What follows belongs to an exercise in optimizing a design on an open flow for small area, a short achievable clock period and few clock cycles; a production flow would make more cautious choices. In this exercise RTL edits were held to simulation tests only and were not proved equivalent to the original. No activity file was given, so power comes from the tool's default toggle rates.

// top
module top(
    input wire clk,
    input wire rst_n,
    output wire [31:0] iaddr,
    output wire ice,
    input wire [31:0] inst,
    output wire dce,
    output wire [31:0] daddr,
    output wire [3:0] we,
    output wire [31:0] din,
    input wire [31:0] dm
);
export LEC_CHECK = 0
export CAP_MARGIN = 20
export CORE_MARGIN = 2
export CORE_UTILIZATION = 30
export SLEW_MARGIN = 20
create_clock -name core_clock -period 10.0 [get_ports {clk}]
standard.sh (not shown) runs the stock make flow with config.mk's settings and CLKGATE_MAP_FILE= SYNTH_SCRIPT=/design/flow/synth_recipe.tcl, a recipe that flattens the netlist after the stock synthesis.
==> flow/flow/run.sh <==
#!/bin/bash
# Standard ORFS layout, with timing repair aiming for extra setup slack and
# no dummy clock loads in the clock tree.  Each ORFS step writes its own log
# under orfs/logs/; make's output goes to flow_make.log.
set -o pipefail
MARGIN=$(cat flow/margin.txt)
bash standard.sh SETUP_SLACK_MARGIN=$MARGIN \
  "CTS_ARGS=-sink_clustering_enable -repair_clock_nets -dont_use_dummy_load" \
  finish > flow_make.log 2>&1
==> flow/flow/margin.txt <==
5.75
Testbench counts at the start, summed over its fixed seeds: cycles 42,645.
Next try:
==> flow/flow/margin.txt (replaced) <==
5.5
--- a/flow/config.mk
+++ b/flow/config.mk
@@ -10 +10 @@
-export CORE_UTILIZATION = 30
+export CORE_UTILIZATION = 40
The new run passed the timing, design-rule and antenna checks.
Cell area fell by 3.4%.
Count of clock-buffer cells in the layout came out higher by 3.
Setup slack degrades by 0.30 ns.
Critical path depth fell by 1.
Maximum frequency goes down by about 6%.
Worst hold slack gains 0.019 ns.
Non-clock buffer count is lower by 101.
Next try:
==> flow/flow/margin.txt (replaced) <==
5.85
The changed run went through all stages and came out clean.
Area after synthesis stays the same.
Worst setup slack improved by 0.30 ns.
Clock skew came out higher by 0.013 ns.
Utilization came out higher by 2.2 points.
Design area went up by 4.9%.
Count of clock-buffer cells in the layout stays the same.
Wire length rose by about 5%.
Combinational power increases by about 7%.
Next try:
--- a/flow/flow/run.sh
+++ b/flow/flow/run.sh
@@ -3 +3 @@
-# no dummy clock loads in the clock tree.  Each ORFS step writes its own log
+# no dummy clock loads and larger sink clusters in the clock tree.  Each ORFS step writes its own log
@@ -8 +8 @@
-  "CTS_ARGS=-sink_clustering_enable -repair_clock_nets -dont_use_dummy_load" \
+  "CTS_ARGS=-sink_clustering_enable -repair_clock_nets -dont_use_dummy_load -sink_clustering_size 22 -sink_clustering_max_diameter 100" \
==> flow/flow/margin.txt (replaced) <==
5.75
Outcome: Core utilization came out lower by 1.9 points. Worst setup slack gets worse by 0.034 ns. Final cell count goes down by 2.1%. Design area is lower by 4.1%. Global-route usage is lower by 0.71 points. Power decreases by 7.9%. Synthesized area does not change. Fmax drops by 0.76%. Clock power goes down by 31%. Flip-flop and latch count does not change. Wire length came out lower by 3.9%.
Next try:
==> flow/flow/run.sh (replaced) <==
#!/bin/bash
# Standard ORFS layout, with timing repair aiming for extra setup slack and
# no dummy clock loads in the clock tree.  Each ORFS step writes its own log
# under orfs/logs/; make's output goes to flow_make.log.
set -o pipefail
MARGIN=$(cat flow/margin.txt)
bash standard.sh SETUP_SLACK_MARGIN=$MARGIN \
  "CTS_ARGS=-sink_clustering_enable -repair_clock_nets -dont_use_dummy_load" \
  finish > flow_make.log 2>&1
=> Clock power increases by 44%. Clock skew decreases by 0.016 ns. Sequential share of layout area decreases by 0.68 points.
Next try:
==> flow/flow/margin.txt (replaced) <==
6
=> The changed run went through all stages and came out clean. Die area does not change. Non-clock buffer count grows by 167. Synthesized cell count does not change. Clock-buffer cell count grows by 2. Design area grows by 3.5%. Wire length grows by 2.5%.

* * *

top, a different RTL version from the one above (not shown whole).
For scale: about 1500 flip-flops, about 170 I/O pins.
Design top, start of the top module:
module top(
    input wire clk,
    input wire rst_n,
    output wire [31:0] iaddr,
    output wire ice,
    input wire [31:0] inst,
    output wire dce,
    output wire [31:0] daddr,
    output wire [3:0] we,
    output wire [31:0] din,
    input wire [31:0] dm
);
reg [31:0] pc_f;             
reg        kill_d;           
reg [31:0] e_a;              
reg [31:0] e_b;              
reg [31:0] e_alt;            
reg [4:0]  e_dest;
reg        e_wreg;
reg        e_add, e_sub, e_slt, e_sltu, e_and, e_or, e_sll, e_lui, e_jal;
reg        e_mfhi, e_mflo, e_mult, e_div;
reg        e_beq, e_bne, e_jr, e_pred;
reg        e_load, e_lb, e_store, e_sb;
reg        e_imm;            
reg        fa_m, fa_w, fa_x, fa_r, fb_m, fb_w, fb_x, fb_r;
reg        ob_m, ob_w, ob_x, ob_r, ob_i;      
reg [31:0] m_res;
reg [4:0]  m_dest;
reg        m_wreg, m_load, m_lb, m_dce;
reg [3:0]  m_we;
reg [31:0] m_din;
reg [31:0] w_res;
reg [4:0]  w_dest;
reg        w_wreg, w_load, w_lb;
reg [31:0] x_val;
reg [4:0]  x_dest;
reg        x_wreg;
wire stall;
wire redirect;
wire [31:0] w_val;             
wire [31:0] redirect_pc;
wire [31:0] pc_f4 = pc_f + 32'd4;
assign iaddr = pc_f;
assign ice = ~stall;
  ...
export LEC_CHECK = 0
export CAP_MARGIN = 20
export CORE_MARGIN = 2
export CORE_UTILIZATION = 40
export SLEW_MARGIN = 20
create_clock -name core_clock -period 10.0 [get_ports {clk}]
==> flow/flow/run.sh <==
#!/bin/bash
# Standard ORFS layout, with timing repair aiming for extra setup slack and
# no dummy clock loads and larger sink clusters in the clock tree.  Each ORFS step writes its own log
# under orfs/logs/; make's output goes to flow_make.log.
set -o pipefail
MARGIN=$(cat flow/margin.txt)
bash standard.sh SETUP_SLACK_MARGIN=$MARGIN \
  "CTS_ARGS=-sink_clustering_enable -repair_clock_nets -dont_use_dummy_load -sink_clustering_size 22 -sink_clustering_max_diameter 100" \
  finish > flow_make.log 2>&1
==> flow/flow/margin.txt <==
5.85
The baseline finished with timing, DRC and antenna clean.
Testbench counts at the start, summed over its fixed seeds: cycles 42,920.
==> next run, changes <==
==> flow/flow/margin.txt (replaced) <==
5.75
Critical path depth rose by 7.
Final cell count fell by 0.40%.
Via count fell by 0.99%.
Routed wire length fell by 3.7%.
Power fell by about 1.2%.
Design area fell by 0.93%.
Worst hold slack improves by 0.031 ns.
Setup slack improves by 0.022 ns.
Fmax rose by 0.51%.
Sequential share of layout area rose by 0.39 points.
==> next run, changes <==
==> flow/flow/run.sh (replaced) <==
#!/bin/bash
# Standard ORFS layout, with timing repair aiming for extra setup slack and
# no dummy clock loads in the clock tree.  Each ORFS step writes its own log
# under orfs/logs/; make's output goes to flow_make.log.
set -o pipefail
MARGIN=$(cat flow/margin.txt)
bash standard.sh SETUP_SLACK_MARGIN=$MARGIN \
  "CTS_ARGS=-sink_clustering_enable -repair_clock_nets -dont_use_dummy_load" \
  finish > flow_make.log 2>&1
The new run went through all stages and came out clean.
Final cell count went up by 0.35%.
Routed wire length is about the same.
Worst setup slack improved by 0.042 ns.
Clock skew goes down by 0.039 ns.
Via count increases by 0.44%.
Total power grows by 4.8%.
Clock-buffer cell count climbs by 79.
==> next run, changes <==
==> flow/flow/run.sh (replaced) <==
#!/bin/bash
# Standard ORFS layout, with timing repair aiming for extra setup slack and
# no dummy clock loads and larger sink clusters in the clock tree.  Each ORFS step writes its own log
# under orfs/logs/; make's output goes to flow_make.log.
set -o pipefail
MARGIN=$(cat flow/margin.txt)
bash standard.sh SETUP_SLACK_MARGIN=$MARGIN \
  "CTS_ARGS=-sink_clustering_enable -repair_clock_nets -dont_use_dummy_load -sink_clustering_size 22 -sink_clustering_max_diameter 100" \
  finish > flow_make.log 2>&1
==> flow/flow/margin.txt (replaced) <==
5.65
What happened:
- flip-flop and latch count stays the same
- utilization drops by 1.0 points
- wire length climbs by 0.80%
- cell count drops by 0.51%
- combinational power hardly moves

* * *

## old
Another version of the RTL of top (not shown whole).
Size in the first run: roughly 8800 cells after synthesis, ~170 I/O pins.
Settings: LEC_CHECK=0, ABC_CLOCK_PERIOD_IN_PS=4000, CAP_MARGIN=20, CORE_MARGIN=2, CORE_UTILIZATION=40, SETUP_SLACK_MARGIN=5, SLEW_MARGIN=20; clock period 10.0 ns.
run.sh (not shown) runs the stock make flow with config.mk's settings and CLKGATE_MAP_FILE= SYNTH_SCRIPT=/design/flow/synth_recipe.tcl, a recipe that flattens the netlist after the stock synthesis.
Stock flow here: none of the scripts above is used.
Testbench counts of old, summed over its fixed seeds: cycles 42,920.
Input changes introduced in new (baseline for comparison: old):
Settings: removing SETUP_SLACK_MARGIN (formerly 5).
==> flow/flow/run.sh (new file) <==
#!/bin/bash
# Standard ORFS layout, with timing repair aiming for extra setup slack.
# Each ORFS step writes its own log under orfs/logs/; make's output goes
# to flow_make.log.
set -o pipefail
MARGIN=$(cat flow/margin.txt)
bash standard.sh SETUP_SLACK_MARGIN=$MARGIN finish > flow_make.log 2>&1
==> flow/flow/margin.txt (new file) <==
6
==> flow/standard.sh (new file) <==
#!/bin/bash
# synth_recipe.tcl (not shown) runs the flow's synth.tcl, then flattens the netlist and writes it again
# the make line also repeats each setting of config.mk as NAME=value (left out here)
make -C /OpenROAD-flow-scripts/flow DESIGN_CONFIG=/design/flow/config.mk WORK_HOME=/design/flow/orfs CLKGATE_MAP_FILE= SYNTH_SCRIPT=/design/flow/synth_recipe.tcl "${@:-finish}"
removed: flow/run.sh
- new finished every stage and its layout cleared the timing, design-rule and antenna checks.
- Between new and old, it is new whose combinational share of power is higher, by 6.4 points.
- Taking old as the reference point, the global-route wire length before repair of new rises by 3.1%.
- Diff old -> new: sequential share of layout area now smaller, number of antenna violations at the first check in global routing dropped 1, static leakage power increased by 3.8 nW relative to the old numbers, switching share of total power fell 0.90 points, maximum net fanout on the critical path has decreased.
- Cell area | new vs old | new larger
- | total wire length | new vs old | 24000 µm higher |
- On post-route clock period utilization: new sits below old.

* * *

top with an RTL version that a note above also has.
Size: roughly 1500 flip-flops, about 170 I/O pins, roughly 88000 um^2 of cells after synthesis.
Design top, start of the top module:
module top(
    input wire clk,
    input wire rst_n,
    output wire [31:0] iaddr,
    output wire ice,
    input wire [31:0] inst,
    output wire dce,
    output wire [31:0] daddr,
    output wire [3:0] we,
    output wire [31:0] din,
    input wire [31:0] dm
);
reg [31:0] pc_f;             
reg        kill_d;           
reg [31:0] e_a;              
reg [31:0] e_b;              
reg [31:0] e_alt;            
reg [4:0]  e_dest;
reg        e_wreg;
reg        e_add, e_sub, e_slt, e_sltu, e_and, e_or, e_sll, e_lui, e_jal;
reg        e_mfhi, e_mflo, e_mult, e_div;
reg        e_beq, e_bne, e_jr, e_pred;
reg        e_load, e_lb, e_store, e_sb;
reg        e_imm;            
reg        fa_m, fa_w, fa_x, fa_r, fb_m, fb_w, fb_x, fb_r;
reg        ob_m, ob_w, ob_x, ob_r, ob_i;      
reg [31:0] m_res;
reg [4:0]  m_dest;
reg        m_wreg, m_load, m_lb, m_dce;
reg [3:0]  m_we;
reg [31:0] m_din;
reg [31:0] w_res;
reg [4:0]  w_dest;
reg        w_wreg, w_load, w_lb;
reg [31:0] x_val;
reg [4:0]  x_dest;
reg        x_wreg;
wire stall;
wire redirect;
wire [31:0] w_val;             
wire [31:0] redirect_pc;
wire [31:0] pc_f4 = pc_f + 32'd4;
assign iaddr = pc_f;
assign ice = ~stall;
wire [31:0] ir = {inst[7:0], inst[15:8], inst[23:16], inst[31:24]};
wire [5:0]  op = ir[31:26];
wire [4:0]  rs = ir[25:21];
wire [4:0]  rt = ir[20:16];
wire [4:0]  rd = ir[15:11];
wire [5:0]  fn = ir[5:0];
wire [15:0] imm = ir[15:0];
wire rtype   = (op == 6'h00);
wire i_sll   = rtype & (fn == 6'h00);
wire i_jr    = rtype & (fn == 6'h08);
wire i_mfhi  = rtype & (fn == 6'h10);
wire i_mflo  = rtype & (fn == 6'h12);
wire i_mult  = rtype & (fn == 6'h18);
wire i_div   = rtype & (fn == 6'h1a);
wire i_add   = rtype & (fn == 6'h20);
  ...
Settings: LEC_CHECK=0, CAP_MARGIN=20, CORE_MARGIN=2, CORE_UTILIZATION=50, SLEW_MARGIN=20; clock period 10.0 ns.
standard.sh (not shown) runs the stock make flow with config.mk's settings and CLKGATE_MAP_FILE= SYNTH_SCRIPT=/design/flow/synth_recipe.tcl, a recipe that flattens the netlist after the stock synthesis.
==> flow/flow/run.sh <==
#!/bin/bash
# Standard ORFS layout, with timing repair aiming for extra setup slack and
# no dummy clock loads and larger sink clusters in the clock tree.  Each ORFS step writes its own log
# under orfs/logs/; make's output goes to flow_make.log.
set -o pipefail
MARGIN=$(cat flow/margin.txt)
bash standard.sh SETUP_SLACK_MARGIN=$MARGIN \
  "CTS_ARGS=-sink_clustering_enable -repair_clock_nets -dont_use_dummy_load -sink_clustering_size 22 -sink_clustering_max_diameter 100" \
  finish > flow_make.log 2>&1
==> flow/flow/margin.txt <==
5.75
The baseline went through all stages and came out clean.
Testbench counts at the start, summed over its fixed seeds: cycles 42,920.
Then changed:
==> flow/flow/run.sh (replaced) <==
#!/bin/bash
# Standard ORFS layout, with timing repair aiming for extra setup slack.
# Each ORFS step writes its own log under orfs/logs/; make's output goes
# to flow_make.log.
set -o pipefail
MARGIN=$(cat flow/margin.txt)
bash standard.sh SETUP_SLACK_MARGIN=$MARGIN finish > flow_make.log 2>&1
==> flow/flow/margin.txt (replaced) <==
6
Settings changed: CORE_UTILIZATION 50 to 40.
Outcome:
- die area rose by 25%
- setup slack gains 0.10 ns
- critical path depth goes up by 5
- global-route usage fell by 7.2 points
- total power increases by 12%
- wire length went up by 7.8%
- utilization falls by 8.3 points
- non-clock buffer count goes up by 146

afterwards: timing with drivers on the ports:
How much do the figures lean on ideal ports? The routed layouts below were timed once more, with nothing changed but the port constraints.
Step 1 sets driving cells, clkbuf_16 on the clock port and buf_2 on the other inputs (assumed; they add their load-dependent delay and slew).
Step 2 times the ports against the registers' clock, not the clock port: input delays grow and output delays shrink by t, the midpoint of the rising clock arrivals with the driver on.
Three values: ideal, step 1, step 2; two values: the first two.
run | t, ns | slack for setup (ns) | hold slack, ns | worst setup path after step 2 | cell pins on the clock port's net
the first run of note 1 | 0.904 | 5.556 / 5.482 / 4.578 | 0.347 / 0.347 / 0.347 | input to register | 1
the second run of note 1 | 0.920 | 5.257 / 5.327 / 4.407 | 0.367 / 0.367 / 0.367 | input to register | 1
the third run of note 1 | 0.948 | 5.556 / 5.615 / 4.667 | 0.340 / 0.340 / 0.340 | input to register | 1
the fourth run of note 1 | 0.856 | 5.522 / 5.586 / 4.730 | 0.357 / 0.357 / 0.357 | input to register | 1
the fifth run of note 1 | 0.911 | 5.663 / 5.656 / 4.821 | 0.347 / 0.347 / 0.347 | input to register | 1
the sixth run of note 1 | 0.939 | 5.620 / 5.690 / 4.751 | 0.370 / 0.370 / 0.370 | input to register | 1
the first run of note 2 | 0.849 | 5.629 / 5.696 / 4.848 | 0.355 / 0.355 / 0.355 | input to register | 1
the second run of note 2 | 0.869 | 5.651 / 5.651 / 4.872 | 0.386 / 0.386 / 0.386 | input to register | 1
the third run of note 2 | 0.939 | 5.693 / 5.636 / 4.824 | 0.358 / 0.358 / 0.358 | input to register | 1
the fourth run of note 2 | 0.869 | 5.382 / 5.430 / 4.561 | 0.372 / 0.372 / 0.372 | input to register | 1
old | 0.930 | 4.940 / 5.014 / 4.084 | 0.383 / 0.383 / 0.383 | input to register | 1
new | 0.943 | 5.493 / 5.493 / 4.994 | 0.363 / 0.363 / 0.363 | input to register | 1
the first run of note 4 | 0.850 | 5.575 / 5.648 / 4.798 | 0.383 / 0.383 / 0.383 | input to register | 1
the second run of note 4 | 0.940 | 5.677 / 5.677 / 4.981 | 0.361 / 0.361 / 0.361 | input to register | 1
After both steps setup and hold are still met in every run listed. For the first run of note 1, which loses most, drivers alone change the setup slack by -0.074 ns; drivers and shift together by -0.978 ns.
